This is an optimization exercise on Yosys and OpenROAD, whose aim is small area and a short achievable clock period, not a production implementation.
No run shown here included a check of the RTL's function; only the layout flow was run.

`design/flow/config.mk`:
```
export PLATFORM = sky130hd
export DESIGN_NAME = ks_vandana_fp_div
export DESIGN_NICKNAME = ks_vandana_fp_div
export VERILOG_FILES = /design/flow/design.v
export SDC_FILE = /design/flow/constraint.sdc
export NUM_CORES = 4
export LEC_CHECK = 0
export CAP_MARGIN = 20
export CORE_MARGIN = 2
export CORE_UTILIZATION = 40
export CTS_BUF_LIST = sky130_fd_sc_hd__clkbuf_8
export SLEW_MARGIN = 20
export SYNTH_HIERARCHICAL = 1
```
`design/flow/constraint.sdc`:
```
create_clock -name core_clock -period 120.0 [get_ports {clk}]
set_input_delay 24.0000 -clock core_clock [delete_from_list [all_inputs] [get_ports {clk}]]
set_output_delay 24.0000 -clock core_clock [all_outputs]
set_load 0.01 [all_outputs]
```
`design/flow/flow/run.sh`:
```
#!/bin/bash
# The standard layout (standard.sh), with the input and output ports
# buffered by the two-drive buffer cell instead of the flow's default one.
# The full output of the flow goes to flow.log in this folder.
export BUFFER_PORTS_ARGS="-buffer_cell sky130_fd_sc_hd__buf_2"
bash standard.sh > flow.log 2>&1
```
`design/flow/design.v`:
```
module ks_vandana_fp_div(
	a1,
	b1,
	c,
	clk
);
	input wire [31:0] a1;
	input wire [31:0] b1;
	input wire clk;
	output wire [31:0] c;
	localparam integer KS = 3;
	function [2:0] q1sel;
		input [7:0] ab;
		begin
			case (ab)
			8'h00: q1sel = 3'd2;
			8'h01: q1sel = 3'd2;
			8'h02: q1sel = 3'd2;
			8'h03: q1sel = 3'd2;
			8'h04: q1sel = 3'd2;
			8'h05: q1sel = 3'd2;
			8'h06: q1sel = 3'd1;
			8'h07: q1sel = 3'd1;
			8'h08: q1sel = 3'd1;
			8'h09: q1sel = 3'd1;
			8'h0a: q1sel = 3'd1;
			8'h0b: q1sel = 3'd1;
			8'h0c: q1sel = 3'd1;
			8'h0d: q1sel = 3'd1;
			8'h0e: q1sel = 3'd1;
			8'h0f: q1sel = 3'd1;
			8'h10: q1sel = 3'd2;
			8'h11: q1sel = 3'd2;
			8'h12: q1sel = 3'd2;
			8'h13: q1sel = 3'd2;
			8'h14: q1sel = 3'd2;
			8'h15: q1sel = 3'd2;
			8'h16: q1sel = 3'd2;
			8'h17: q1sel = 3'd1;
			8'h18: q1sel = 3'd1;
			8'h19: q1sel = 3'd1;
			8'h1a: q1sel = 3'd1;
			8'h1b: q1sel = 3'd1;
			8'h1c: q1sel = 3'd1;
			8'h1d: q1sel = 3'd1;
			8'h1e: q1sel = 3'd1;
			8'h1f: q1sel = 3'd1;
			8'h20: q1sel = 3'd2;
			8'h21: q1sel = 3'd2;
			8'h22: q1sel = 3'd2;
			8'h23: q1sel = 3'd2;
			8'h24: q1sel = 3'd2;
			8'h25: q1sel = 3'd2;
			8'h26: q1sel = 3'd2;
			8'h27: q1sel = 3'd2;
			8'h28: q1sel = 3'd2;
			8'h29: q1sel = 3'd1;
			8'h2a: q1sel = 3'd1;
			8'h2b: q1sel = 3'd1;
			8'h2c: q1sel = 3'd1;
			8'h2d: q1sel = 3'd1;
			8'h2e: q1sel = 3'd1;
			8'h2f: q1sel = 3'd1;
			8'h30: q1sel = 3'd2;
			8'h31: q1sel = 3'd2;
			8'h32: q1sel = 3'd2;
			8'h33: q1sel = 3'd2;
			8'h34: q1sel = 3'd2;
			8'h35: q1sel = 3'd2;
			8'h36: q1sel = 3'd2;
			8'h37: q1sel = 3'd2;
			8'h38: q1sel = 3'd2;
			8'h39: q1sel = 3'd2;
			8'h3a: q1sel = 3'd1;
			8'h3b: q1sel = 3'd1;
			8'h3c: q1sel = 3'd1;
			8'h3d: q1sel = 3'd1;
			8'h3e: q1sel = 3'd1;
			8'h3f: q1sel = 3'd1;
			8'h40: q1sel = 3'd2;
			8'h41: q1sel = 3'd2;
			8'h42: q1sel = 3'd2;
			8'h43: q1sel = 3'd2;
			8'h44: q1sel = 3'd2;
			8'h45: q1sel = 3'd2;
			8'h46: q1sel = 3'd2;
			8'h47: q1sel = 3'd2;
			8'h48: q1sel = 3'd2;
			8'h49: q1sel = 3'd2;
			8'h4a: q1sel = 3'd2;
			8'h4b: q1sel = 3'd1;
			8'h4c: q1sel = 3'd1;
			8'h4d: q1sel = 3'd1;
			8'h4e: q1sel = 3'd1;
			8'h4f: q1sel = 3'd1;
			8'h50: q1sel = 3'd3;
			8'h51: q1sel = 3'd2;
			8'h52: q1sel = 3'd2;
			8'h53: q1sel = 3'd2;
			8'h54: q1sel = 3'd2;
			8'h55: q1sel = 3'd2;
			8'h56: q1sel = 3'd2;
			8'h57: q1sel = 3'd2;
			8'h58: q1sel = 3'd2;
			8'h59: q1sel = 3'd2;
			8'h5a: q1sel = 3'd2;
			8'h5b: q1sel = 3'd2;
			8'h5c: q1sel = 3'd2;
			8'h5d: q1sel = 3'd1;
			8'h5e: q1sel = 3'd1;
			8'h5f: q1sel = 3'd1;
			8'h60: q1sel = 3'd3;
			8'h61: q1sel = 3'd3;
			8'h62: q1sel = 3'd2;
			8'h63: q1sel = 3'd2;
			8'h64: q1sel = 3'd2;
			8'h65: q1sel = 3'd2;
			8'h66: q1sel = 3'd2;
			8'h67: q1sel = 3'd2;
			8'h68: q1sel = 3'd2;
			8'h69: q1sel = 3'd2;
			8'h6a: q1sel = 3'd2;
			8'h6b: q1sel = 3'd2;
			8'h6c: q1sel = 3'd2;
			8'h6d: q1sel = 3'd2;
			8'h6e: q1sel = 3'd1;
			8'h6f: q1sel = 3'd1;
			8'h70: q1sel = 3'd3;
			8'h71: q1sel = 3'd3;
			8'h72: q1sel = 3'd3;
			8'h73: q1sel = 3'd2;
			8'h74: q1sel = 3'd2;
			8'h75: q1sel = 3'd2;
			8'h76: q1sel = 3'd2;
			8'h77: q1sel = 3'd2;
			8'h78: q1sel = 3'd2;
			8'h79: q1sel = 3'd2;
			8'h7a: q1sel = 3'd2;
			8'h7b: q1sel = 3'd2;
			8'h7c: q1sel = 3'd2;
			8'h7d: q1sel = 3'd2;
			8'h7e: q1sel = 3'd2;
			8'h7f: q1sel = 3'd1;
			8'h80: q1sel = 3'd3;
			8'h81: q1sel = 3'd3;
			8'h82: q1sel = 3'd3;
			8'h83: q1sel = 3'd3;
			8'h84: q1sel = 3'd2;
			8'h85: q1sel = 3'd2;
			8'h86: q1sel = 3'd2;
			8'h87: q1sel = 3'd2;
			8'h88: q1sel = 3'd2;
			8'h89: q1sel = 3'd2;
			8'h8a: q1sel = 3'd2;
			8'h8b: q1sel = 3'd2;
			8'h8c: q1sel = 3'd2;
			8'h8d: q1sel = 3'd2;
			8'h8e: q1sel = 3'd2;
			8'h8f: q1sel = 3'd2;
			8'h90: q1sel = 3'd3;
			8'h91: q1sel = 3'd3;
			8'h92: q1sel = 3'd3;
			8'h93: q1sel = 3'd3;
			8'h94: q1sel = 3'd2;
			8'h95: q1sel = 3'd2;
			8'h96: q1sel = 3'd2;
			8'h97: q1sel = 3'd2;
			8'h98: q1sel = 3'd2;
			8'h99: q1sel = 3'd2;
			8'h9a: q1sel = 3'd2;
			8'h9b: q1sel = 3'd2;
			8'h9c: q1sel = 3'd2;
			8'h9d: q1sel = 3'd2;
			8'h9e: q1sel = 3'd2;
			8'h9f: q1sel = 3'd2;
			8'ha0: q1sel = 3'd3;
			8'ha1: q1sel = 3'd3;
			8'ha2: q1sel = 3'd3;
			8'ha3: q1sel = 3'd3;
			8'ha4: q1sel = 3'd3;
			8'ha5: q1sel = 3'd2;
			8'ha6: q1sel = 3'd2;
			8'ha7: q1sel = 3'd2;
			8'ha8: q1sel = 3'd2;
			8'ha9: q1sel = 3'd2;
			8'haa: q1sel = 3'd2;
			8'hab: q1sel = 3'd2;
			8'hac: q1sel = 3'd2;
			8'had: q1sel = 3'd2;
			8'hae: q1sel = 3'd2;
			8'haf: q1sel = 3'd2;
			8'hb0: q1sel = 3'd3;
			8'hb1: q1sel = 3'd3;
			8'hb2: q1sel = 3'd3;
			8'hb3: q1sel = 3'd3;
			8'hb4: q1sel = 3'd3;
			8'hb5: q1sel = 3'd3;
			8'hb6: q1sel = 3'd2;
			8'hb7: q1sel = 3'd2;
			8'hb8: q1sel = 3'd2;
			8'hb9: q1sel = 3'd2;
			8'hba: q1sel = 3'd2;
			8'hbb: q1sel = 3'd2;
			8'hbc: q1sel = 3'd2;
			8'hbd: q1sel = 3'd2;
			8'hbe: q1sel = 3'd2;
			8'hbf: q1sel = 3'd2;
			8'hc0: q1sel = 3'd3;
			8'hc1: q1sel = 3'd3;
			8'hc2: q1sel = 3'd3;
			8'hc3: q1sel = 3'd3;
			8'hc4: q1sel = 3'd3;
			8'hc5: q1sel = 3'd3;
			8'hc6: q1sel = 3'd3;
			8'hc7: q1sel = 3'd2;
			8'hc8: q1sel = 3'd2;
			8'hc9: q1sel = 3'd2;
			8'hca: q1sel = 3'd2;
			8'hcb: q1sel = 3'd2;
			8'hcc: q1sel = 3'd2;
			8'hcd: q1sel = 3'd2;
			8'hce: q1sel = 3'd2;
			8'hcf: q1sel = 3'd2;
			8'hd0: q1sel = 3'd4;
			8'hd1: q1sel = 3'd3;
			8'hd2: q1sel = 3'd3;
			8'hd3: q1sel = 3'd3;
			8'hd4: q1sel = 3'd3;
			8'hd5: q1sel = 3'd3;
			8'hd6: q1sel = 3'd3;
			8'hd7: q1sel = 3'd3;
			8'hd8: q1sel = 3'd2;
			8'hd9: q1sel = 3'd2;
			8'hda: q1sel = 3'd2;
			8'hdb: q1sel = 3'd2;
			8'hdc: q1sel = 3'd2;
			8'hdd: q1sel = 3'd2;
			8'hde: q1sel = 3'd2;
			8'hdf: q1sel = 3'd2;
			8'he0: q1sel = 3'd4;
			8'he1: q1sel = 3'd3;
			8'he2: q1sel = 3'd3;
			8'he3: q1sel = 3'd3;
			8'he4: q1sel = 3'd3;
			8'he5: q1sel = 3'd3;
			8'he6: q1sel = 3'd3;
			8'he7: q1sel = 3'd3;
			8'he8: q1sel = 3'd2;
			8'he9: q1sel = 3'd2;
			8'hea: q1sel = 3'd2;
			8'heb: q1sel = 3'd2;
			8'hec: q1sel = 3'd2;
			8'hed: q1sel = 3'd2;
			8'hee: q1sel = 3'd2;
			8'hef: q1sel = 3'd2;
			8'hf0: q1sel = 3'd4;
			8'hf1: q1sel = 3'd4;
			8'hf2: q1sel = 3'd3;
			8'hf3: q1sel = 3'd3;
			8'hf4: q1sel = 3'd3;
			8'hf5: q1sel = 3'd3;
			8'hf6: q1sel = 3'd3;
			8'hf7: q1sel = 3'd3;
			8'hf8: q1sel = 3'd3;
			8'hf9: q1sel = 3'd2;
			8'hfa: q1sel = 3'd2;
			8'hfb: q1sel = 3'd2;
			8'hfc: q1sel = 3'd2;
			8'hfd: q1sel = 3'd2;
			8'hfe: q1sel = 3'd2;
			8'hff: q1sel = 3'd2;
			endcase
		end
	endfunction
	wire        sc0 = a1[31] ^ b1[31];
	wire [7:0]  e0  = (a1[30:23] - b1[30:23]) + 8'd127;
	wire [2:0]  q1  = q1sel({a1[22:19], b1[22:19]});
	wire [23:0] mb0 = {1'b1, b1[22:0]};
	wire [26:0] p0 = {1'b1, a1[22:0], 3'b010};
	wire [26:0] p1 = ~({27{q1[0]}} & {1'b0, mb0, 2'b00});
	wire [26:0] p2 = ~(({27{q1[1]}} & {mb0, 3'b000}) | ({27{q1[2]}} & {mb0[22:0], 4'b0000}));
	wire [26:0] s0, c0;
	genvar i;
	generate
		for (i = 0; i < 27; i = i + 1) begin : first
			r4_fa u_fa (.a(p0[i]), .b(p1[i]), .ci(p2[i]), .s(s0[i]), .co(c0[i]));
		end
	endgenerate
	wire [26:0] ys [2:12];
	wire [26:0] yc [2:12];
	wire [23:0] mbv [1:12];
	wire [2:0]  dig [2:12];    
	wire [2:0]  dsel [2:12];   
	wire [24:0] vs, vc;        
	assign mbv[1] = mb0;
	assign ys[2] = s0;
	assign yc[2] = {c0[25:0], 1'b0};
	reg        sc1, sc2;
	reg [7:0]  e1, e2;
	reg [22:0] mb1;
	reg [26:0] ys1, yc1;
	reg [2:0]  qs1;            
	reg [24:0] vs2, vc2;
	reg [2:0]  q1_1, q1_2;
	reg [3*(KS-1)-1:0] dg1;    
	reg [32:0] dg2;            
	genvar j;
	generate
		for (j = 2; j <= 12; j = j + 1) begin : step
			wire [26:0] s_in, c_in;
			wire [23:0] mb;
			wire qpos, two, one;
			r4_sel u_sel (.sh(ys[j][26:20]), .ch(yc[j][26:20]), .di(mbv[j-1][22:20]),
				.qpos(dsel[j][2]), .two(dsel[j][1]), .one(dsel[j][0]));
			if (j == KS) begin : from1
				assign s_in = ys1;
				assign c_in = yc1;
				assign mb = {1'b1, mb1};
				assign {qpos, two, one} = qs1;
			end else begin : direct
				assign s_in = ys[j];
				assign c_in = yc[j];
				assign mb = mbv[j-1];
				assign {qpos, two, one} = dsel[j];
			end
			assign mbv[j] = mb;
			assign dig[j] = {qpos, two, one};
			wire [24:0] so, co;
			wire [24:0] mbl = {1'b0, mb};
			wire [24:0] mbh = {mb, 1'b0};
			for (i = (j == 2) ? 0 : 2; i < 25; i = i + 1) begin : bt
				wire m = ((one & mbl[i]) | (two & mbh[i])) ^ qpos;
				r4_fa u_fa (.a(s_in[i]), .b(c_in[i]), .ci(m), .s(so[i]), .co(co[i]));
			end
			if (j > 2) begin : blo
				for (i = 0; i < 2; i = i + 1) begin : bl
					wire m = ((one & mbl[i]) | (two & mbh[i])) ^ qpos;
					assign so[i] = m;
					assign co[i] = 1'b0;
				end
			end
			wire [24:0] wc = {co[23:0], qpos};
			if (j < 12) begin : nxt
				assign ys[j+1] = {so, 2'b00};
				assign yc[j+1] = {wc, 2'b00};
			end else begin : last
				assign vs = so;
				assign vc = wc;
			end
		end
	endgenerate
	wire [32:0] dall;
	generate
		for (j = 2; j <= 12; j = j + 1) begin : gath
			assign dall[3*(12-j)+2:3*(12-j)] = dig[j];
		end
	endgenerate
	always @(posedge clk) begin
		sc1 <= sc0;
		e1 <= e0;
		mb1 <= b1[22:0];
		q1_1 <= q1;
		ys1 <= ys[KS];
		yc1 <= yc[KS];
		qs1 <= dsel[KS];
		dg1 <= {dall[32:33-3*(KS-2)], dsel[KS]};
		sc2 <= sc1;
		e2 <= e1;
		q1_2 <= q1_1;
		vs2 <= vs;
		vc2 <= vc;
		dg2 <= {dg1, dall[32-3*(KS-1):0]};
	end
	wire [24:0] qp, qn;
	assign qp[24:22] = q1_2;
	assign qn[24:22] = 3'd0;
	generate
		for (j = 2; j <= 12; j = j + 1) begin : conv
			wire [2:0] d = dg2[3*(12-j)+2:3*(12-j)];
			assign qp[2*(12-j)+1:2*(12-j)] = d[2] ? d[1:0] : 2'b00;
			assign qn[2*(12-j)+1:2*(12-j)] = d[2] ? 2'b00 : d[1:0];
		end
	endgenerate
	wire [24:0] v = vs2 + vc2;
	wire [24:0] f = qp - qn - {24'd0, v[24]};
	wire [22:0] frac = f[23] ? f[22:0] : {f[21:0], 1'b0};
	wire [7:0]  ex = f[23] ? e2 : e2 - 8'd1;
	assign c = {sc2, ex, frac};
endmodule
module r4_sel(sh, ch, di, qpos, two, one);
input wire [6:0] sh; input wire [6:0] ch; input wire [2:0] di; output wire qpos, two, one;
wire [6:0] e = sh + ch;
wire ge1 = ~e[6] & (e[5] | e[4] | e[3] | (e[2] & (~di[2] | e[1])));
wire ge0 = ~e[6] | (e[5] & e[4] & e[3] & (e[2] | (di[2] ? (e[1] | e[0]) : (e[1] & e[0]))));
reg ge2, gem1;
always @(*) begin
  case (di)
    3'd0: begin ge2 = ~e[6] & (e[5:0] >= 6'd12); gem1 = ~e[6] | (e[5:0] >= 6'd51); end
    3'd1: begin ge2 = ~e[6] & (e[5:0] >= 6'd14); gem1 = ~e[6] | (e[5:0] >= 6'd49); end
    3'd2: begin ge2 = ~e[6] & (e[5:0] >= 6'd15); gem1 = ~e[6] | (e[5:0] >= 6'd48); end
    3'd3: begin ge2 = ~e[6] & (e[5:0] >= 6'd16); gem1 = ~e[6] | (e[5:0] >= 6'd46); end
    3'd4: begin ge2 = ~e[6] & (e[5:0] >= 6'd18); gem1 = ~e[6] | (e[5:0] >= 6'd44); end
    3'd5: begin ge2 = ~e[6] & (e[5:0] >= 6'd20); gem1 = ~e[6] | (e[5:0] >= 6'd44); end
    3'd6: begin ge2 = ~e[6] & (e[5:0] >= 6'd20); gem1 = ~e[6] | (e[5:0] >= 6'd42); end
    3'd7: begin ge2 = ~e[6] & (e[5:0] >= 6'd24); gem1 = ~e[6] | (e[5:0] >= 6'd40); end
  endcase
end
assign qpos = ge1;
assign two = ge2 | ~gem1;
assign one = (ge1 & ~ge2) | (gem1 & ~ge0);
endmodule
module r4_fa(a, b, ci, s, co);
	input wire a;
	input wire b;
	input wire ci;
	output wire s;
	output wire co;
	assign s = a ^ b ^ ci;
	assign co = (a & b) | (a & ci) | (b & ci);
endmodule
```
`design/flow/standard.sh`:
```
#!/bin/bash
# synth_recipe.tcl (not shown) runs the flow's synth.tcl, then flattens the netlist and writes it again
# the make line also repeats each setting of config.mk as NAME=value (left out here)
make -C /OpenROAD-flow-scripts/flow DESIGN_CONFIG=/design/flow/config.mk WORK_HOME=/design/flow/orfs CLKGATE_MAP_FILE= SYNTH_SCRIPT=/design/flow/synth_recipe.tcl "${@:-finish}"
```
==> impl_metrics.toml, run 1 <==
[grt]
groute.usage.overall_pct = 20.83
largest_net_degree_at_the_start_of_global_routing = 73
global_route.usage.met3_pct = 2.756
first_pass_grt_wire_length_microns = 101500
gr-max-usage-layer = "met2"
use_met2_pct = 35.30
groute.layer.met1.usage_pct = 27.87
total_congestion_overflow = 0
antenna_found_initial = 0
number_of_global_route_vias_before_repair = 18570

[sta]
timing_worst_slew_pin_value_ns = 1.066
rsz0062_at_grt = "no"
final-hold-violation-count = 0
timing.max_slew.rel_slack_pct = 28.85
worst_clock_skew_ns = 0.02278
final.period_utilization_pct = 33.69
timing.final.setup_violations = 0
tns_ns = 0
finalMaxSlewViolations = 0
highest_attainable_clock_frequency_ghz = 0.02474
final.setup.worst_slack_ns = 79.58
min_period_ns = 40.42

[synth]
yosys.area_share.adder_pct = 31.58
synth.area.top_cells = "fa_1 (25%), dfxtp_1 (15%), xnor2_1 (12%)"
synthXorXnorAreaFrac_pct = 13.87
ys_async_sr_fraction_pct = 0
post_synth_and_or_nand_nor_area_fraction_pct = 11.32
synth.top_cell.area_share_pct = 25.04
yosysWarningCount = 8
synthDistinctLibCells = 78
synth_area_leader_cell = "fa_1"
synthesis.area_sq_um = 23500
synth-main-ff-cell = "dfxtp_1"
largest_family_of_logic_cells_by_synthesized_area = "adder cells"
synth_edf_count = 0
postSynthCellCount = 2475
synth_seq_area_share_pct = 14.99
synth.area.mux_share_pct = 1.065
yosys_register_bits = 176
avgSynthCellArea_sq_um = 9.496
compound_cell_area_share_of_the_yosys_netlist_pct = 22.85

[setup_path]
timing.critical_path.mode_cell = "xnor2_1"
critPathBufInv = 2
critical_path.startpoint = "mb1[20]$_DFF_P_"
regToRegSetupSlack_ns = 79.58
crit_family = "compound AO/OA/AOI/OAI gates"
critPathLaunchType = "flop"
timing.critical_path.depth = 112
reg2regPathDepth = 112
critical_path_class = "flop to flop"
worst_r2r_src = "mb1[20]$_DFF_P_"
cp_slowest_stage_delay_ns = 0.90
biggest_fanout_along_the_worst_timing_path = 52
critical_path.endpoint = "vs2[17]$_DFF_P_"
critPathCaptureType = "flop"
critPathArrivalTime_ns = 40.83
cpMaxStageDelayCell = "a22o_1"
timing.rr.end = "vs2[17]$_DFF_P_"
worstPathRequired_ns = 120.41

[floorplanning]
design.die.area_sq_um = 60710
num_io_pins = 97
coreArea_sq_um = 57920
floorplan_die_height_microns = 246.4
dieWidth_microns = 246.4
start_util_pct = 40.58
rows = 88

[cts]
ctsLongestPathBuffers = 2
h-tree-depth = 4
clk_root_buffer_cell = "clkbuf_8"
post_cts_resized = 0
tritoncts = "built"
cts_post_setup_buffers_inserted = 0
insertion_delay_ns = 0.54
cts_hold_buf = 0
tritoncts.num_buffers = 17
clkSinkCount = 176
clkSlewWorstSetupHoldPaths_ns = 0.10

[final_layout]
final_cell_area_sq_um = 24850
flow.area_growth_from_synthesis_pct = 5.723
n_antenna_cell = 0
top_library_cells_by_usage_in_the_layout_fill_and_taps_aside = "xnor2_1 (330), fa_1 (294), a22oi_1 (262), nand2_1 (194), dfxtp_1 (173)"
post-route-util_pct = 42.90
fillCellCount = 5648
layout.cells.most_common = "xnor2_1"
layout_cell_share_with_drive_strength_beyond_1_pct = 11.82
design.final.nets = 2938

[flow_run]
max_cap_violations = 0

[place]
port-buffer-count = 96
place_hpwl_microns = 49380
pre_cts_ws_ns = 79.94
place_congestion = 0.9128
postPlaceCellArea_sq_um = 24430

[drt]
drt-pass1-iter-count = 7
remaining_drc_errors = 0
wirelength_microns = 63150
routed_wirelength_normalized_by_instance_count_microns = 19.52
dr.first_iter.drc_count = 1374
detailroute.via_count = 18700
via_per_inst = 5.780
detail-route-antenna-nets = 0

[min_path]
worst_hold_path_type = "flop to flop"

[outcome]
run_status = "complete, no violations"
[routing by layer]
metal	wire [microns]	up-vias
li1	-	8738
met1	28330	9345
met2	30660	552
met3	2831	62
met4	1330	0
met5	0	-
[logic make-up (layout without fill, tap and decap cells)]
family | Yosys count | after routing
compound gates | 742 | 742
xor+xnor | 370 | 370
other cells | 2 | 29
flops | 176 | 176
fa+ha+maj | 417 | 417
simple gates | 516 | 516
mux | 24 | 24
buf+inv | 228 | 196
[Yosys stat by module (local to each module, per instance)]
module | cells | cell area (sq um) | times used | flops+latches
ks_vandana_fp_div | 1302 | 11580 | 1 | 176
r4_sel | 81 | 570.5 | 11 | 0
r4_fa | 1 | 20.02 | 282 | 0
[how the worst min path moves through the flow]
stage,startpoint,to,slack (ns),cells after the start
2_1_floorplan,dg1[3]$_DFF_P_,dg2[30]$_DFF_P_,0.31,0
3_3_place_gp,dg1[3]$_DFF_P_,dg2[30]$_DFF_P_,0.31,0
3_5_place_dp,dg1[3]$_DFF_P_,dg2[30]$_DFF_P_,0.31,0
4_1_cts,e1[7]$_DFF_P_,e2[7]$_DFF_P_,0.33,0
5_1_grt,e1[3]$_DFF_P_,e2[3]$_DFF_P_,0.34,0
6_report,e1[3]$_DFF_P_,e2[3]$_DFF_P_,0.33,0
[worst reg2reg max path: cells and delay by family, from the launching register on]
| family | cells | cell delay [ns] |
|---|---|---|
| adder cells (fa/ha/maj) | 27 | 11.14 |
| XOR/XNOR | 19 | 4.30 |
| flip-flops | 1 | 0.89 |
| AND/OR/NAND/NOR | 18 | 1.95 |
| buffers and inverters | 2 | 0.87 |
| AO/OA/AOI/OAI | 46 | 21.17 |
[synthesized netlist by cell type, drive strengths merged, types with 12 or more instances]
cell type,count
nand3,33
ha,122
nand2b,31
mux2i,16
o21a,28
dfxtp,176
a211oi,25
nand2,194
o41ai,14
o211ai,23
nor3,26
and2,23
buf,39
a31oi,15
a22o,12
xor2,39
o22ai,13
o21ai,75
a21o,21
clkbuf,145
fa,294
o41a,12
a311oi,12
inv,44
nor3b,34
xnor2,331
and3,26
a21oi,166
nor2,126
a22oi,262
[stage by stage]
stage               hold slack [ns]  instances
finish                       0.3342       3235
global placement             0.3105       3203
global route                 0.3425       3235
floorplan                    0.3096       2502
detailed placement           0.3121       3203
CTS                          0.3308       3235
[final cells by class]
cell class,count,area [sq um],share of cell area [%]
Clock buffer,18,247.7,0.9970
Sequential cell,176,3530,14.21
Inverter,44,165.2,0.6647
Tap cell,765,957.2,3.852
Timing Repair Buffer,120,660.6,2.659
Clock inverter,14,167.7,0.6748
Multi-Input combinational cell,2098,19120,76.95
[flip-flops by register name (all words and copies together), names as in the netlist]
register	count
dg2	33
vs2	25
mb1	23
step.c_in	23
step.s_in	23
vc2	22
e1	8
e2	8
dg1	5
q1_1	2
q1_2	2
sc1	1
sc2	1
==> run 2, diff against run 1 <==
--- a/design/flow/design.v
+++ b/design/flow/design.v
@@ -313,15 +313,19 @@
 			r4_sel u_sel (.sh(ys[j][26:20]), .ch(yc[j][26:20]), .di(mbv[j-1][22:20]),
 				.qpos(dsel[j][2]), .two(dsel[j][1]), .one(dsel[j][0]));
+			wire [2:0] qd;             
 			if (j == KS) begin : from1
 				assign s_in = ys1;
 				assign c_in = yc1;
 				assign mb = {1'b1, mb1};
-				assign {qpos, two, one} = qs1;
+				assign qd = qs1;
 			end else begin : direct
 				assign s_in = ys[j];
 				assign c_in = yc[j];
 				assign mb = mbv[j-1];
-				assign {qpos, two, one} = dsel[j];
+				assign qd = dsel[j];
 			end
+			r4_buf u_bp (.a(qd[2]), .y(qpos));
+			r4_buf u_bt (.a(qd[1]), .y(two));
+			r4_buf u_bo (.a(qd[0]), .y(one));
 			assign mbv[j] = mb;
 			assign dig[j] = {qpos, two, one};
@@ -419,2 +423,7 @@
 	assign co = (a & b) | (a & ci) | (b & ci);
 endmodule
+module r4_buf(a, y);
+	input wire a;
+	output wire y;
+	assign y = a;
+endmodule
==> impl_metrics.toml, run 2 <==
[outcome]
run_status = "complete, no violations"

[sta]
timing.max_slew.rel_slack_pct = 27.15
tns_ns = 0
highest_attainable_clock_frequency_ghz = 0.02480
final.period_utilization_pct = 33.60
finalMaxSlewViolations = 0
worst_clock_skew_ns = 0.02265
timing.final.setup_violations = 0
rsz0062_at_grt = "no"
final-hold-violation-count = 0
timing_worst_slew_pin_value_ns = 1.091
min_period_ns = 40.32

[final_layout]
largest_register_ff_count = 33
design.final.nets = 2939
n_antenna_cell = 0
layout.cells.most_common = "xnor2_1"
registers.top_by_ff_count = "dg2"
multiInputGateArea_sq_um = 19120
flow.area_growth_from_synthesis_pct = 4.768
post-route-util_pct = 42.24
largestRegisters = "dg2 x33, vs2 x25"
fillCellCount = 5724
top_library_cells_by_usage_in_the_layout_fill_and_taps_aside = "xnor2_1 (330), fa_1 (294), a22oi_1 (262), nand2_1 (194), dfxtp_1 (173)"
layout_cell_share_with_drive_strength_beyond_1_pct = 11.86
area.sequential_sq_um = 3530

[synth]
yosysMostFrequentCell = "xnor2_1"
synth_edf_count = 0
synth-main-ff-cell = "dfxtp_1"
synth.area.top_cells = "fa_1 (25%), dfxtp_1 (15%), xnor2_1 (12%)"
avgSynthCellArea_sq_um = 9.470
synthesis.area_sq_um = 23750
yosys_register_bits = 176
yosysWarningCount = 8
ys_async_sr_fraction_pct = 0
synthDistinctLibCells = 78
synth.top_cell.area_share_pct = 24.78
synth_area_leader_cell = "fa_1"
synth_seq_area_share_pct = 14.84
netlist_top_cells_count = "xnor2_1 (330), fa_1 (294), a22oi_1 (262), nand2_1 (194), dfxtp_1 (176)"
postSynthCellCount = 2508

[cts]
ctsLongestPathBuffers = 2
clk_root_buffer_cell = "clkbuf_8"
post_cts_resized = 0
h-tree-depth = 4
cts_hold_buf = 0
clkSlewWorstSetupHoldPaths_ns = 0.11
clkSinkCount = 176
insertion_delay_ns = 0.52
tritoncts.num_buffers = 17
tritoncts = "built"
cts_post_setup_buffers_inserted = 0

[floorplanning]
floorplan_die_height_microns = 247.7
num_io_pins = 97
coreArea_sq_um = 58910
rows = 89
design.die.area_sq_um = 61340
start_util_pct = 40.32
dieWidth_microns = 247.7

[grt]
total_congestion_overflow = 0
groute.usage.overall_pct = 20.47
largest_net_degree_at_the_start_of_global_routing = 73
first_pass_grt_wire_length_microns = 100700
antenna_found_initial = 0
number_of_global_route_vias_before_repair = 18820

[place]
place_hpwl_microns = 48980
port-buffer-count = 96
place_congestion = 0.9061

[drt]
via_per_inst = 5.805
drt-pass1-iter-count = 6
detail-route-antenna-nets = 0
dr.first_iter.drc_count = 1292
remaining_drc_errors = 0
routed_wirelength_normalized_by_instance_count_microns = 19.40
detailroute.via_count = 18830
wirelength_microns = 62950

[setup_path]
biggest_fanout_along_the_worst_timing_path = 52
critPathLaunchType = "flop"
worstPathRequired_ns = 120.40
cpMaxStageDelayCell = "a22o_1"
worst_r2r_src = "mb1[20]$_DFF_P_"
timing.critical_path.mode_cell = "xnor2_1"
cp_slowest_stage_delay_ns = 0.89
regToRegSetupSlack_ns = 79.68
critical_path_class = "flop to flop"
reg2regPathDepth = 112
critPathArrivalTime_ns = 40.72
timing.rr.end = "vs2[11]$_DFF_P_"
critPathCaptureType = "flop"

[flow_run]
max_cap_violations = 0

[min_path]
hold_path_depth = 0
min-delay-start = "e1[1]$_DFF_P_"
timing.hold.worst_endpoint = "e2[1]$_DFF_P_"
worst_hold_path_type = "flop to flop"
==> run 2: cell count changes in the layout (fill, tap and decap cells not counted) <==
cell        previous run  this run
clkbuf_8              18        17
buf_4                 24        25
clkinvlp_4             1         0
clkinv_2               1         0
inv_6                  3         2
inv_12                 0         2
inv_8                  2         3
clkinv_4               1         2
==> run 2: per-layer routing <==
metal / GRT usage, % / routed length [microns] / vias to the layer above
li1: - / - / 8747
met1: 27.51 / 28350 / 9462
met2: 34.35 / 30250 / 540
met3: 2.390 / 2729 / 81
met4: 6.464 / 1615 / 0
met5: 0 / 0 / -
==> run 2: Yosys stat by module, one instance, submodules excluded <==
module             cell area, sq um  copies in the design
ks_vandana_fp_div             11580                     1
r4_buf                        7.507                    33
r4_fa                         20.02                   282
r4_sel                        570.5                    11
==> run 2: metrics by stage <==
stage	instances	setup WS, ns	cell area [sq um]	hold WS, ns
2_1_floorplan	2535	88.25	23850	0.3096
3_3_place_gp	3212	81.16	24450	0.3099
3_5_place_dp	3212	79.85	24450	0.3121
4_1_cts	3244	79.80	24880	0.3384
5_1_grt	3244	76.85	24880	0.3417
6_report	3244	79.68	24880	0.3360
==> run 2: worst max-delay path: cells and delay by family (launching register included) <==
family	cells	cell delay [ns]
compound gates	46	20.65
buf+inv	2	0.86
simple gates	18	2.02
fa+ha+maj	27	11.14
flops	1	0.88
xor+xnor	19	4.46
==> run 2: how the worst max path moves through the flow <==
stage	startpoint	endpoint	slack (ns)	cells past startpoint
4_1_cts	mb1[20]$_DFF_P_	vs2[9]$_DFF_P_	79.80	112
2_1_floorplan	mb1[20]$_DFF_P_	vs2[10]$_DFF_P_	88.25	120
3_5_place_dp	mb1[20]$_DFF_P_	vs2[11]$_DFF_P_	79.85	112
5_1_grt	mb1[20]$_DFF_P_	vs2[16]$_DFF_P_	76.85	112
3_3_place_gp	mb1[20]$_DFF_P_	vs2[14]$_DFF_P_	81.16	112
6_report	mb1[20]$_DFF_P_	vs2[11]$_DFF_P_	79.68	112
==> run 2: cell type report <==
class | count | area share (%)
timing repair buffer | 121 | 2.685
clock inverter | 15 | 0.7995
clock buffer | 17 | 0.9403
inverter | 44 | 0.6637
sequential | 176 | 14.19
multi-input combinational | 2098 | 76.84
tap | 773 | 3.887
==> run 2: cells by family (layout without fill, tap and decap cells) <==
group | count (synthesis) | count (layout) | share of synthesized area, %
flops | 176 | 176 | 14.84
simple gates | 516 | 516 | 11.21
other cells | 2 | 29 | 0.03162
compound gates | 742 | 742 | 22.61
fa+ha+maj | 417 | 417 | 31.25
xor+xnor | 370 | 370 | 13.72
mux | 24 | 24 | 1.054
buf+inv | 261 | 197 | 5.289
==> run 3, diff against run 2 <==
--- a/design/flow/config.mk
+++ b/design/flow/config.mk
@@ -10,4 +10,5 @@
 export CORE_UTILIZATION = 40
 export CTS_BUF_LIST = sky130_fd_sc_hd__clkbuf_8
+export GPL_TIMING_DRIVEN = 0
 export SLEW_MARGIN = 20
 export SYNTH_HIERARCHICAL = 1
==> impl_metrics.toml, run 3 <==
[sta]
finalMaxSlewViolations = 0
final.period_utilization_pct = 30.70
tns_ns = 0
final-hold-violation-count = 0
worst_clock_skew_ns = 0.01926
timing.final.setup_violations = 0
timing_worst_slew_pin_value_ns = 1.087
rsz0062_at_grt = "no"
min_period_ns = 36.84
timing.max_slew.rel_slack_pct = 27.52
highest_attainable_clock_frequency_ghz = 0.02714

[setup_path]
worstPathRequired_ns = 120.43
critPathCaptureType = "flop"
cp_slowest_stage_delay_ns = 0.71
biggest_fanout_along_the_worst_timing_path = 39
cpMaxStageDelayCell = "clkbuf_1"
critPathLaunchType = "flop"
critical_path_class = "flop to flop"
critPathArrivalTime_ns = 37.27

[final_layout]
largest_register_ff_count = 33
design.final.nets = 3133
registers.top_by_ff_count = "dg2"
largestRegisters = "dg2 x33, vs2 x25"
flow.area_growth_from_synthesis_pct = 8.545
fillCellCount = 5776
layout_cell_share_with_drive_strength_beyond_1_pct = 12.01
final_cell_area_sq_um = 25780
top_library_cells_by_usage_in_the_layout_fill_and_taps_aside = "xnor2_1 (330), fa_1 (294), a22oi_1 (262), nand2_1 (194), dfxtp_1 (173)"
layout.cells.most_common = "xnor2_1"

[flow_run]
max_cap_violations = 0

[synth]
yosys_register_bits = 176
synth.top_cell.area_share_pct = 24.78
yosysWarningCount = 8
netlist_top_cells_count = "xnor2_1 (330), fa_1 (294), a22oi_1 (262), nand2_1 (194), dfxtp_1 (176)"
ys_async_sr_fraction_pct = 0
synth_area_leader_cell = "fa_1"
synth_edf_count = 0
synth.area.top_cells = "fa_1 (25%), dfxtp_1 (15%), xnor2_1 (12%)"
avgSynthCellArea_sq_um = 9.470
postSynthCellCount = 2508
yosysMostFrequentCell = "xnor2_1"
synthesis.area_sq_um = 23750
synth_seq_area_share_pct = 14.84
synthDistinctLibCells = 78
synth-main-ff-cell = "dfxtp_1"

[grt]
total_congestion_overflow = 0
groute.usage.overall_pct = 23.69
largest_net_degree_at_the_start_of_global_routing = 40
number_of_global_route_vias_before_repair = 20130
antenna_found_initial = 1
first_pass_grt_wire_length_microns = 112800

[drt]
routed_wirelength_normalized_by_instance_count_microns = 21.05
drt-pass1-iter-count = 6
remaining_drc_errors = 0
detail-route-antenna-nets = 0
wirelength_microns = 72410
dr.first_iter.drc_count = 1631
detailroute.via_count = 19860
via_per_inst = 5.773

[cts]
clk_root_buffer_cell = "clkbuf_8"
h-tree-depth = 4
insertion_delay_ns = 0.56
cts_hold_buf = 0
tritoncts.num_buffers = 17
clkSlewWorstSetupHoldPaths_ns = 0.10
clkSinkCount = 176
cts_post_setup_buffers_inserted = 0
ctsLongestPathBuffers = 2
tritoncts = "built"
post_cts_resized = 0

[place]
place_hpwl_microns = 58280
place_congestion = 0.9377
postPlaceCellArea_sq_um = 25350
port-buffer-count = 96

[floorplanning]
coreArea_sq_um = 58910
floorplan_die_height_microns = 247.7
dieWidth_microns = 247.7
design.die.area_sq_um = 61340
num_io_pins = 97
rows = 89
start_util_pct = 40.32

[min_path]
worst_hold_path_type = "flop to flop"

[outcome]
run_status = "complete, no violations"
==> run 3: cell counts after synthesis <==
Identical to the previous run, type by type.
==> run 3: metrics by stage <==
stage | worst slack, ns | cells | utilization (%) | hold slack [ns]
finish | 83.16 | 3440 | 43.76 | 0.3365
global route | 81.25 | 3439 | 43.76 | 0.3411
CTS | 83.34 | 3438 | 43.75 | 0.3371
detailed placement | 83.46 | 3406 | 43.04 | 0.3121
global placement | 82.47 | 3404 | 42.95 | 0.3098
floorplan | 88.25 | 2535 | - | 0.3096
==> run 3: worst max-delay path, delay by kind of cell (launching register included) <==
| family | cells | cell delay [ns] |
|---|---|---|
| compound gates | 30 | 7.39 |
| xor+xnor | 18 | 4.07 |
| mux | 1 | 0.20 |
| flops | 1 | 0.66 |
| buf+inv | 28 | 10.66 |
| simple gates | 18 | 2.08 |
| fa+ha+maj | 27 | 11.57 |
==> run 3: cells by family (layout without fill, tap and decap cells) <==
group                    Yosys count  in the layout  synth area share (%)
AO/OA/AOI/OAI                    742            742                 22.61
AND/OR/NAND/NOR                  516            516                 11.21
adder cells (fa/ha/maj)          417            417                 31.25
XOR/XNOR                         370            370                 13.72
buffers and inverters            261            391                 5.289
flip-flops                       176            176                 14.84
multiplexers                      24             24                 1.054
other                              2             31               0.03162
==> run 3: path summary, 6_finish.rpt <==
check,from,endpoint,slack (ns),cells past startpoint
worst max register to register,mb1[20]$_DFF_P_,vs2[6]$_DFF_P_,83.16,122
worst min register to register,e1[2]$_DFF_P_,e2[2]$_DFF_P_,0.34,0
worst max-delay path,mb1[20]$_DFF_P_,vs2[6]$_DFF_P_,83.16,122
worst min-delay path,e1[2]$_DFF_P_,e2[2]$_DFF_P_,0.34,0
==> run 3: area by class of cell <==
type / count / area, sq um / share of cell area [%]
diodes: 2 / 5.005 / 0.01941
plain buffers: 217 / 1091 / 4.232
clock buffers: 17 / 234.0 / 0.9076
clock inverters: 15 / 187.7 / 0.7280
inverters: 44 / 165.2 / 0.6407
multi-input cells: 2098 / 19070 / 73.98
flip-flops and latches: 176 / 3530 / 13.69
well taps: 773 / 967.2 / 3.752
repair buffers: 98 / 528.0 / 2.048
==> run 3: per-layer routing <==
layer	GRT usage (%)	wire length, microns	up-vias
li1	-	-	9141
met1	30.53	30780	9799
met2	39.14	34140	758
met3	3.795	4411	162
met4	10.55	3075	0
met5	0	0	-
==> run 3: modules after synthesis (local to each module, per instance) <==
module	cells	times used	area [sq um]
r4_buf	1	33	7.507
r4_fa	1	282	20.02
ks_vandana_fp_div	1302	1	11580
r4_sel	81	11	570.5
==> run 4, diff against run 3 <==
--- a/design/flow/config.mk
+++ b/design/flow/config.mk
@@ -10,5 +10,4 @@
 export CORE_UTILIZATION = 40
 export CTS_BUF_LIST = sky130_fd_sc_hd__clkbuf_8
-export GPL_TIMING_DRIVEN = 0
-export SLEW_MARGIN = 20
+export SLEW_MARGIN = 70
 export SYNTH_HIERARCHICAL = 1
==> impl_metrics.toml, run 4 <==
[place]
dp_cells = 3223
place_hpwl_microns = 50180
port-buffer-count = 96
place_congestion = 0.9061

[setup_path]
cp_slowest_stage_delay_ns = 0.63
critical_path.startpoint = "dg1[1]$_DFF_P_"
critical_path_class = "flop to flop"
worstPathRequired_ns = 120.39
critPathCaptureType = "flop"
worst_r2r_src = "dg1[1]$_DFF_P_"
cpMaxStageDelayCell = "o41a_4"
critPathLaunchType = "flop"
critPathArrivalTime_ns = 32.91
biggest_fanout_along_the_worst_timing_path = 25
timing.critical_path.mode_cell = "fa_1"

[grt]
first_pass_grt_wire_length_microns = 102100
number_of_global_route_vias_before_repair = 19020
largest_net_degree_at_the_start_of_global_routing = 58
total_congestion_overflow = 0
groute.usage.overall_pct = 20.74
antenna_found_initial = 0

[synth]
ys_async_sr_fraction_pct = 0
synth-main-ff-cell = "dfxtp_1"
netlist_top_cells_count = "xnor2_1 (330), fa_1 (294), a22oi_1 (262), nand2_1 (194), dfxtp_1 (176)"
synth_edf_count = 0
yosysMostFrequentCell = "xnor2_1"
synthesis.area_sq_um = 23750
yosysWarningCount = 8
synth_area_leader_cell = "fa_1"
postSynthCellCount = 2508
avgSynthCellArea_sq_um = 9.470
synthDistinctLibCells = 78
synth.area.top_cells = "fa_1 (25%), dfxtp_1 (15%), xnor2_1 (12%)"
synth.top_cell.area_share_pct = 24.78
synth_seq_area_share_pct = 14.84
yosys_register_bits = 176

[final_layout]
registers.top_by_ff_count = "dg2"
design.final.nets = 2955
layout_cell_share_with_drive_strength_beyond_1_pct = 15.00
largest_register_ff_count = 33
largestRegisters = "dg2 x33, vs2 x25"
post-route-util_pct = 43.96
top_library_cells_by_usage_in_the_layout_fill_and_taps_aside = "xnor2_1 (302), fa_1 (294), a22oi_1 (262), nand2_1 (194), a21oi_1 (165)"
layout.cells.most_common = "xnor2_1"
n_antenna_cell = 0
final_cell_count_no_fill = 3260
flow.area_growth_from_synthesis_pct = 9.045

[cts]
tritoncts = "built"
ctsLongestPathBuffers = 2
clk_root_buffer_cell = "clkbuf_8"
cts_post_setup_buffers_inserted = 0
tritoncts.num_buffers = 17
h-tree-depth = 4
insertion_delay_ns = 0.52
post_cts_resized = 0
clkSlewWorstSetupHoldPaths_ns = 0.11
cts_hold_buf = 0
clkSinkCount = 176

[sta]
timing.final.setup_violations = 0
rsz0062_at_grt = "no"
timing.hold.ws_ns = 0.3299
finalMaxSlewViolations = 0
final.period_utilization_pct = 27.10
tns_ns = 0
highest_attainable_clock_frequency_ghz = 0.03076
min_period_ns = 32.52
final-hold-violation-count = 0
worst_clock_skew_ns = 0.02272

[outcome]
run_status = "complete, no violations"

[floorplanning]
dieWidth_microns = 247.7
num_io_pins = 97
start_util_pct = 40.32
coreArea_sq_um = 58910
rows = 89
design.die.area_sq_um = 61340
floorplan_die_height_microns = 247.7

[drt]
via_per_inst = 5.829
dr.first_iter.drc_count = 1465
detail-route-antenna-nets = 0
remaining_drc_errors = 0
detailroute.via_count = 19000
drt-pass1-iter-count = 6
wirelength_microns = 64140
routed_wirelength_normalized_by_instance_count_microns = 19.67

[flow_run]
max_cap_violations = 0

[min_path]
min-delay-start = "e1[4]$_DFF_P_"
worst_hold_path_type = "flop to flop"
-- run 4: cell count changes in the layout (fill, tap and decap cells not counted), moves of 13 or more --
cell / previous run / this run
buf_16: 1 / 14
buf_4: 47 / 26
clkbuf_1: 145 / 0
dfxtp_1: 173 / 154
dfxtp_4: 1 / 20
xnor2_1: 330 / 302
xnor2_2: 0 / 28
-- run 4: kinds of logic after synthesis --
kind of cell	count (synthesis)	share of synthesized area, %
compound gates	742	22.61
xor+xnor	370	13.72
fa+ha+maj	417	31.25
buf+inv	261	5.289
flops	176	14.84
mux	24	1.054
other cells	2	0.03162
simple gates	516	11.21
-- run 4: cell type report --
type                       count  area, sq um
fill                        5605        33010
multi-input combinational   2098        19650
sequential                   176         3601
timing repair buffer         137         1095
tap                          773        967.2
clock buffer                  17        234.0
clock inverter                15        183.9
inverter                      44        165.2
-- run 4: per-module statistics from Yosys (local to each module, per instance) --
| module | flops+latches | cells inside |
|---|---|---|
| r4_buf | 0 | 1 |
| ks_vandana_fp_div | 176 | 1302 |
| r4_sel | 0 | 81 |
| r4_fa | 0 | 1 |
-- run 4: metal layers --
metal | wire (microns) | global-route usage, %
met1 | 28440 | 27.63
met2 | 31240 | 35.22
met3 | 2914 | 2.552
met4 | 1550 | 6.111
met5 | 0 | 0
-- run 4: per-stage QoR --
step           cell area (sq um)  setup slack, ns
6_report                   25900            87.48
3_3_place_gp               24450            81.16
3_5_place_dp               25100            86.16
2_1_floorplan              23850            88.25
4_1_cts                    25520            86.08
5_1_grt                    25900            85.56
-- run 4: final timing paths --
check	to	slack, ns	depth (start not counted)
max reg2reg	vs2[11]$_DFF_P_	87.48	116
max	vs2[11]$_DFF_P_	87.48	116
min	e2[4]$_DFF_P_	0.33	0
min reg2reg	e2[4]$_DFF_P_	0.33	0
-- run 4: critical path: cells and delay by family (launching register included) --
kind / cells / cell delay, ns
flip-flops: 1 / 0.33
multiplexers: 5 / 0.76
AO/OA/AOI/OAI: 48 / 12.16
XOR/XNOR: 10 / 1.84
buffers and inverters: 9 / 2.52
AND/OR/NAND/NOR: 16 / 3.02
adder cells (fa/ha/maj): 28 / 11.66
==> run 5, diff against run 4 <==
--- a/design/flow/config.mk
+++ b/design/flow/config.mk
@@ -10,4 +10,4 @@
 export CORE_UTILIZATION = 40
 export CTS_BUF_LIST = sky130_fd_sc_hd__clkbuf_8
-export SLEW_MARGIN = 70
+export SLEW_MARGIN = 90
 export SYNTH_HIERARCHICAL = 1
==> impl_metrics.toml, run 5 <==
[outcome]
run_status = "did not finish"
stop_stage = "global routing"
first_logged_error_message = "[ERROR GRT-0232] Routing congestion too high. Check the congestion heatmap in the GUI."

[synth]
synth_seq_area_share_pct = 14.84
synthesis.area_sq_um = 23750
synth-main-ff-cell = "dfxtp_1"
synthDistinctLibCells = 78
yosys_register_bits = 176
avgSynthCellArea_sq_um = 9.470
netlist_top_cells_count = "xnor2_1 (330), fa_1 (294), a22oi_1 (262), nand2_1 (194), dfxtp_1 (176)"
ys_async_sr_fraction_pct = 0
postSynthCellCount = 2508
yosysMostFrequentCell = "xnor2_1"
synth_area_leader_cell = "fa_1"
synth.top_cell.area_share_pct = 24.78
yosysWarningCount = 8
synth_edf_count = 0
synth.area.top_cells = "fa_1 (25%), dfxtp_1 (15%), xnor2_1 (12%)"

[grt]
largest_net_degree_at_the_start_of_global_routing = 21
groute.usage.overall_pct = 109.7
total_congestion_overflow = 8757

[cts]
h-tree-depth = 4
clk_root_buffer_cell = "clkbuf_8"
ctsLongestPathBuffers = 2
post_cts_resized = 0
cts_hold_buf = 0
cts_post_setup_buffers_inserted = 0
tritoncts.num_buffers = 17
clkSinkCount = 176

[place]
postPlaceCellArea_sq_um = 46230
port-buffer-count = 96
pre_cts_ws_ns = 47.43
place_congestion = 0.9061
place_hpwl_microns = 107900

[floorplanning]
num_io_pins = 97
floorplan_die_height_microns = 247.7
rows = 89
dieWidth_microns = 247.7
start_util_pct = 40.32
-- run 5: per-layer routing --
layer | GRT usage, % | overflow
met4 | 125.2 | 1588
met3 | 79.28 | 157
met2 | 154.9 | 6822
met1 | 90.38 | 167
met5 | 46.66 | 23
-- run 5: cell families after synthesis --
| logic type | Yosys count | synth area share [%] |
|---|---|---|
| AO/OA/AOI/OAI | 742 | 22.61 |
| AND/OR/NAND/NOR | 516 | 11.21 |
| multiplexers | 24 | 1.054 |
| buffers and inverters | 261 | 5.289 |
| other | 2 | 0.03162 |
| flip-flops | 176 | 14.84 |
| XOR/XNOR | 370 | 13.72 |
| adder cells (fa/ha/maj) | 417 | 31.25 |
-- run 5: per-stage QoR --
stage	instances	hold slack (ns)
global placement	3212	0.3099
CTS	4616	0.3327
detailed placement	4584	0.3127
floorplan	2535	0.3096
-- run 5: worst min-delay path by stage --
stage                        start              end  slack [ns]
CTS                  e1[1]$_DFF_P_    e2[1]$_DFF_P_        0.33
detailed placement   e1[1]$_DFF_P_    e2[1]$_DFF_P_        0.31
floorplan           dg1[3]$_DFF_P_  dg2[30]$_DFF_P_        0.31
global placement       sc1$_DFF_P_      sc2$_DFF_P_        0.31
-- run 5: per-module statistics from Yosys (local to each module, per instance) --
module	times used	cells inside	flip-flops and latches	cell area, sq um
r4_fa	282	1	0	20.02
r4_sel	11	81	0	570.5
ks_vandana_fp_div	1	1302	176	11580
r4_buf	33	1	0	7.507
==> run 6, diff against run 5 <==
--- a/design/flow/design.v
+++ b/design/flow/design.v
@@ -394,5 +394,6 @@
 module r4_sel(sh, ch, di, qpos, two, one);
 input wire [6:0] sh; input wire [6:0] ch; input wire [2:0] di; output wire qpos, two, one;
-wire [6:0] e = sh + ch;
+wire [6:0] e;
+r4_est u_est (.a(sh), .b(ch), .e(e));
 wire ge1 = ~e[6] & (e[5] | e[4] | e[3] | (e[2] & (~di[2] | e[1])));
 wire ge0 = ~e[6] | (e[5] & e[4] & e[3] & (e[2] | (di[2] ? (e[1] | e[0]) : (e[1] & e[0]))));
@@ -423,4 +424,61 @@
 	assign co = (a & b) | (a & ci) | (b & ci);
 endmodule
+module r4_est(a, b, e);
+	input wire [6:0] a;
+	input wire [6:0] b;
+	output wire [6:0] e;
+	wire [6:0] g, p;
+	genvar k;
+	generate
+		for (k = 0; k < 7; k = k + 1) begin : pg
+			r4_ha u_ha (.a(a[k]), .b(b[k]), .s(p[k]), .co(g[k]));
+		end
+	endgenerate
+	wire c1 = g[0];
+	wire c2, c3, c4, c5, c6, g32, p32, g54, p54;
+	r4_ao21 u_c2 (.a(p[1]), .b(g[0]), .c(g[1]), .y(c2));
+	r4_ao21 u_g32 (.a(p[3]), .b(g[2]), .c(g[3]), .y(g32));
+	r4_and2 u_p32 (.a(p[3]), .b(p[2]), .y(p32));
+	r4_ao21 u_g54 (.a(p[5]), .b(g[4]), .c(g[5]), .y(g54));
+	r4_and2 u_p54 (.a(p[5]), .b(p[4]), .y(p54));
+	r4_ao21 u_c3 (.a(p[2]), .b(c2), .c(g[2]), .y(c3));
+	r4_ao21 u_c4 (.a(p32), .b(c2), .c(g32), .y(c4));
+	r4_ao21 u_c5 (.a(p[4]), .b(c4), .c(g[4]), .y(c5));
+	r4_ao21 u_c6 (.a(p54), .b(c4), .c(g54), .y(c6));
+	assign e[0] = p[0];
+	r4_xor2 u_e1 (.a(p[1]), .b(c1), .y(e[1]));
+	r4_xor2 u_e2 (.a(p[2]), .b(c2), .y(e[2]));
+	r4_xor2 u_e3 (.a(p[3]), .b(c3), .y(e[3]));
+	r4_xor2 u_e4 (.a(p[4]), .b(c4), .y(e[4]));
+	r4_xor2 u_e5 (.a(p[5]), .b(c5), .y(e[5]));
+	r4_xor2 u_e6 (.a(p[6]), .b(c6), .y(e[6]));
+endmodule
+module r4_ha(a, b, s, co);
+	input wire a;
+	input wire b;
+	output wire s;
+	output wire co;
+	assign s = a ^ b;
+	assign co = a & b;
+endmodule
+module r4_ao21(a, b, c, y);
+	input wire a;
+	input wire b;
+	input wire c;
+	output wire y;
+	assign y = (a & b) | c;
+endmodule
+module r4_and2(a, b, y);
+	input wire a;
+	input wire b;
+	output wire y;
+	assign y = a & b;
+endmodule
+module r4_xor2(a, b, y);
+	input wire a;
+	input wire b;
+	output wire y;
+	assign y = a ^ b;
+endmodule
 module r4_buf(a, y);
 	input wire a;
--- a/design/flow/config.mk
+++ b/design/flow/config.mk
@@ -10,4 +10,4 @@
 export CORE_UTILIZATION = 40
 export CTS_BUF_LIST = sky130_fd_sc_hd__clkbuf_8
-export SLEW_MARGIN = 90
+export SLEW_MARGIN = 70
 export SYNTH_HIERARCHICAL = 1
==> impl_metrics.toml, run 6 <==
[place]
place_hpwl_microns = 47460
place_congestion = 0.8465
postPlaceCellArea_sq_um = 25210
pre_cts_ws_ns = 86.91
port-buffer-count = 96

[final_layout]
largestRegisters = "dg2 x33, vs2 x25"
registers.top_by_ff_count = "dg2"
largest_register_ff_count = 33
design.final.nets = 2804
fillCellCount = 5511
n_antenna_cell = 0
flow.area_growth_from_synthesis_pct = 9.795
final_cell_area_sq_um = 26030
top_library_cells_by_usage_in_the_layout_fill_and_taps_aside = "xnor2_1 (286), fa_1 (283), a22oi_1 (262), dfxtp_1 (152), ha_1 (133)"
layout_cell_share_with_drive_strength_beyond_1_pct = 14.85
layout.cells.most_common = "xnor2_1"

[sta]
highest_attainable_clock_frequency_ghz = 0.02966
worst_clock_skew_ns = 0.02212
rsz0062_at_grt = "no"
final.setup.worst_slack_ns = 86.28
timing.final.setup_violations = 0
finalMaxSlewViolations = 0
tns_ns = 0
final-hold-violation-count = 0
min_period_ns = 33.72
final.period_utilization_pct = 28.10

[min_path]
min-delay-start = "dg1[4]$_DFF_P_"
hold_path_depth = 0
timing.hold.worst_endpoint = "dg2[31]$_DFF_P_"
worst_hold_path_type = "flop to flop"

[synth]
synthesis.area_sq_um = 23710
synth-main-ff-cell = "dfxtp_1"
yosysWarningCount = 8
ys_async_sr_fraction_pct = 0
postSynthCellCount = 2431
avgSynthCellArea_sq_um = 9.753
synth_edf_count = 0
yosys_register_bits = 176
synth.top_cell.area_share_pct = 23.90
synthDistinctLibCells = 74
yosysMostFrequentCell = "xnor2_1"
synth.area.top_cells = "fa_1 (24%), dfxtp_1 (15%), xnor2_1 (11%)"
synth_seq_area_share_pct = 14.86
netlist_top_cells_count = "xnor2_1 (286), fa_1 (283), a22oi_1 (262), dfxtp_1 (176), clkbuf_1 (145)"
synth_area_leader_cell = "fa_1"

[cts]
clkSlewWorstSetupHoldPaths_ns = 0.11
cts_hold_buf = 0
post_cts_resized = 0
tritoncts = "built"
tritoncts.num_buffers = 17
insertion_delay_ns = 0.52
h-tree-depth = 4
cts_post_setup_buffers_inserted = 0
clkSinkCount = 176
ctsLongestPathBuffers = 2
clk_root_buffer_cell = "clkbuf_8"

[drt]
remaining_drc_errors = 0
dr.first_iter.drc_count = 1713
wirelength_microns = 60200
drt-pass1-iter-count = 9
detailroute.via_count = 18050
detail-route-antenna-nets = 0
routed_wirelength_normalized_by_instance_count_microns = 19.36
via_per_inst = 5.805

[floorplanning]
floorplan_die_height_microns = 247.5
num_io_pins = 97
dieWidth_microns = 247.5
rows = 89
start_util_pct = 40.32
coreArea_sq_um = 58800
design.die.area_sq_um = 61240

[grt]
global_route.usage.met3_pct = 2.000
total_congestion_overflow = 0
use_met2_pct = 32.74
groute.layer.met1.usage_pct = 27.30
antenna_found_initial = 0
number_of_global_route_vias_before_repair = 17860
first_pass_grt_wire_length_microns = 97880
groute.usage.overall_pct = 19.66
gr-max-usage-layer = "met2"
largest_net_degree_at_the_start_of_global_routing = 59

[setup_path]
critical_path.startpoint = "dg1[1]$_DFF_P_"
regToRegSetupSlack_ns = 86.28
critPathArrivalTime_ns = 34.12
cp_slowest_stage_delay_ns = 0.61
critPathCaptureType = "flop"
critPathBufInv = 2
timing.critical_path.mode_cell = "a21o_1"
critPathLaunchType = "flop"
worstPathRequired_ns = 120.41
crit_family = "compound AO/OA/AOI/OAI gates"
timing.rr.end = "vs2[13]$_DFF_P_"
cpMaxStageDelayCell = "fa_1"
worst_r2r_src = "dg1[1]$_DFF_P_"
reg2regPathDepth = 121
critical_path_class = "flop to flop"
biggest_fanout_along_the_worst_timing_path = 25

[flow_run]
max_cap_violations = 0

[outcome]
run_status = "complete, no violations"
run 6: changes by cell type after synthesis, sizes merged, moves of 22 or more:
| cell | before | now |
|---|---|---|
| a21o | 21 | 87 |
| a21oi | 166 | 78 |
| and3 | 26 | 4 |
| buf | 72 | 149 |
| nand2 | 194 | 117 |
| nand4 | 4 | 37 |
| nor2 | 126 | 38 |
| nor2b | 3 | 25 |
| nor3b | 34 | 1 |
| o21ai | 75 | 53 |
| o31ai | 5 | 27 |
| xnor2 | 331 | 287 |
| xor2 | 39 | 94 |
run 6: logic make-up (layout without fill, tap and decap cells):
kind of cell | count (synthesis) | after routing | synth area share, %
xor gates and xnor gates | 381 | 381 | 14.15
buffers and inverters | 338 | 216 | 8.085
other | 2 | 29 | 0.03168
and+or+nand+nor | 362 | 362 | 7.684
AOI/OAI and AO/OA | 720 | 720 | 22.65
muxes | 24 | 24 | 1.114
adders and majority gates | 428 | 428 | 31.42
DFF | 176 | 176 | 14.86
run 6: modules after synthesis (local to each module, per instance):
module / cell area, sq um / flops+latches / cells inside / times used
r4_ao21: 7.507 / 0 / 1 / 77
r4_sel: 354.1 / 0 / 51 / 11
r4_xor2: 8.758 / 0 / 1 / 66
r4_and2: 6.256 / 0 / 1 / 22
r4_fa: 20.02 / 0 / 1 / 282
ks_vandana_fp_div: 11580 / 176 / 1302 / 1
r4_est: 7.507 / 0 / 1 / 11
r4_buf: 7.507 / 0 / 1 / 33
r4_ha: 12.51 / 0 / 1 / 77
run 6: worst max-delay path by stage:
| stage | endpoint | slack (ns) | depth (start not counted) |
|---|---|---|---|
| after global placement | vs2[2]$_DFF_P_ | 80.53 | 103 |
| final | vs2[13]$_DFF_P_ | 86.28 | 121 |
| after global routing | vs2[17]$_DFF_P_ | 84.47 | 121 |
| after floorplan | dg1[0]$_DFF_P_ | 88.95 | 35 |
| after detailed placement | vs2[14]$_DFF_P_ | 86.91 | 120 |
| after CTS | vs2[14]$_DFF_P_ | 86.79 | 120 |
run 6: cell type report:
| cell class | instances | area, sq um | share of cell area [%] |
|---|---|---|---|
| sequential | 176 | 3611 | 13.87 |
| tap | 773 | 967.2 | 3.715 |
| clock buffer | 17 | 234.0 | 0.8988 |
| inverter | 44 | 165.2 | 0.6345 |
| multi-input combinational | 1944 | 19920 | 76.51 |
| clock inverter | 15 | 197.7 | 0.7594 |
| timing repair buffer | 140 | 940.9 | 3.615 |
run 6: stage by stage:
stage / std cells / hold WS, ns / utilization, %
finish: 3109 / 0.3356 / 44.27
global route: 3109 / 0.3425 / 44.27
CTS: 3109 / 0.3373 / 43.62
detailed placement: 3077 / 0.3121 / 42.88
global placement: 3046 / 0.3100 / 40.37
floorplan: 2458 / 0.3096 / -
run 6: metal layers:
layer | up-vias | part of all wire, %
li1 | 8319 | -
met1 | 9117 | 46
met2 | 546 | 48
met3 | 65 | 4.2
met4 | 0 | 1.9
met5 | - | 0

-- port drivers added, routing unchanged --
How much do the figures lean on ideal ports? The routed layouts below were timed once more, with nothing changed but the port constraints. Step 1 (the two cells are an assumption about what drives the block):
set clk [get_ports {clk}]
set_driving_cell -lib_cell sky130_fd_sc_hd__clkbuf_16 $clk
set_driving_cell -lib_cell sky130_fd_sc_hd__buf_2 [delete_from_list [all_inputs] $clk]
Step 2 also shifts input and output timing later by t, the mid clock arrival at the registers, as if the neighbouring blocks saw the same clock. a / b / c = no drivers / after step 1 / after step 2; a / b = the first two.
run	t (ns)	slack for setup (ns)	hold slack, ns	pins driven straight from the clock port
run 1	0.584	79.577 / 79.577 / 79.577	0.334 / 0.334 / 0.334	1
run 2	0.563	79.678 / 79.678 / 79.678	0.336 / 0.336 / 0.336	1
run 3	0.605	83.158 / 83.158 / 83.158	0.337 / 0.337 / 0.337	1
run 4	0.562	87.485 / 87.485 / 87.485	0.330 / 0.330 / 0.330	1
run 6	0.561	86.283 / 86.283 / 86.283	0.336 / 0.336 / 0.336	1
After both steps setup and hold are still met in every run listed.
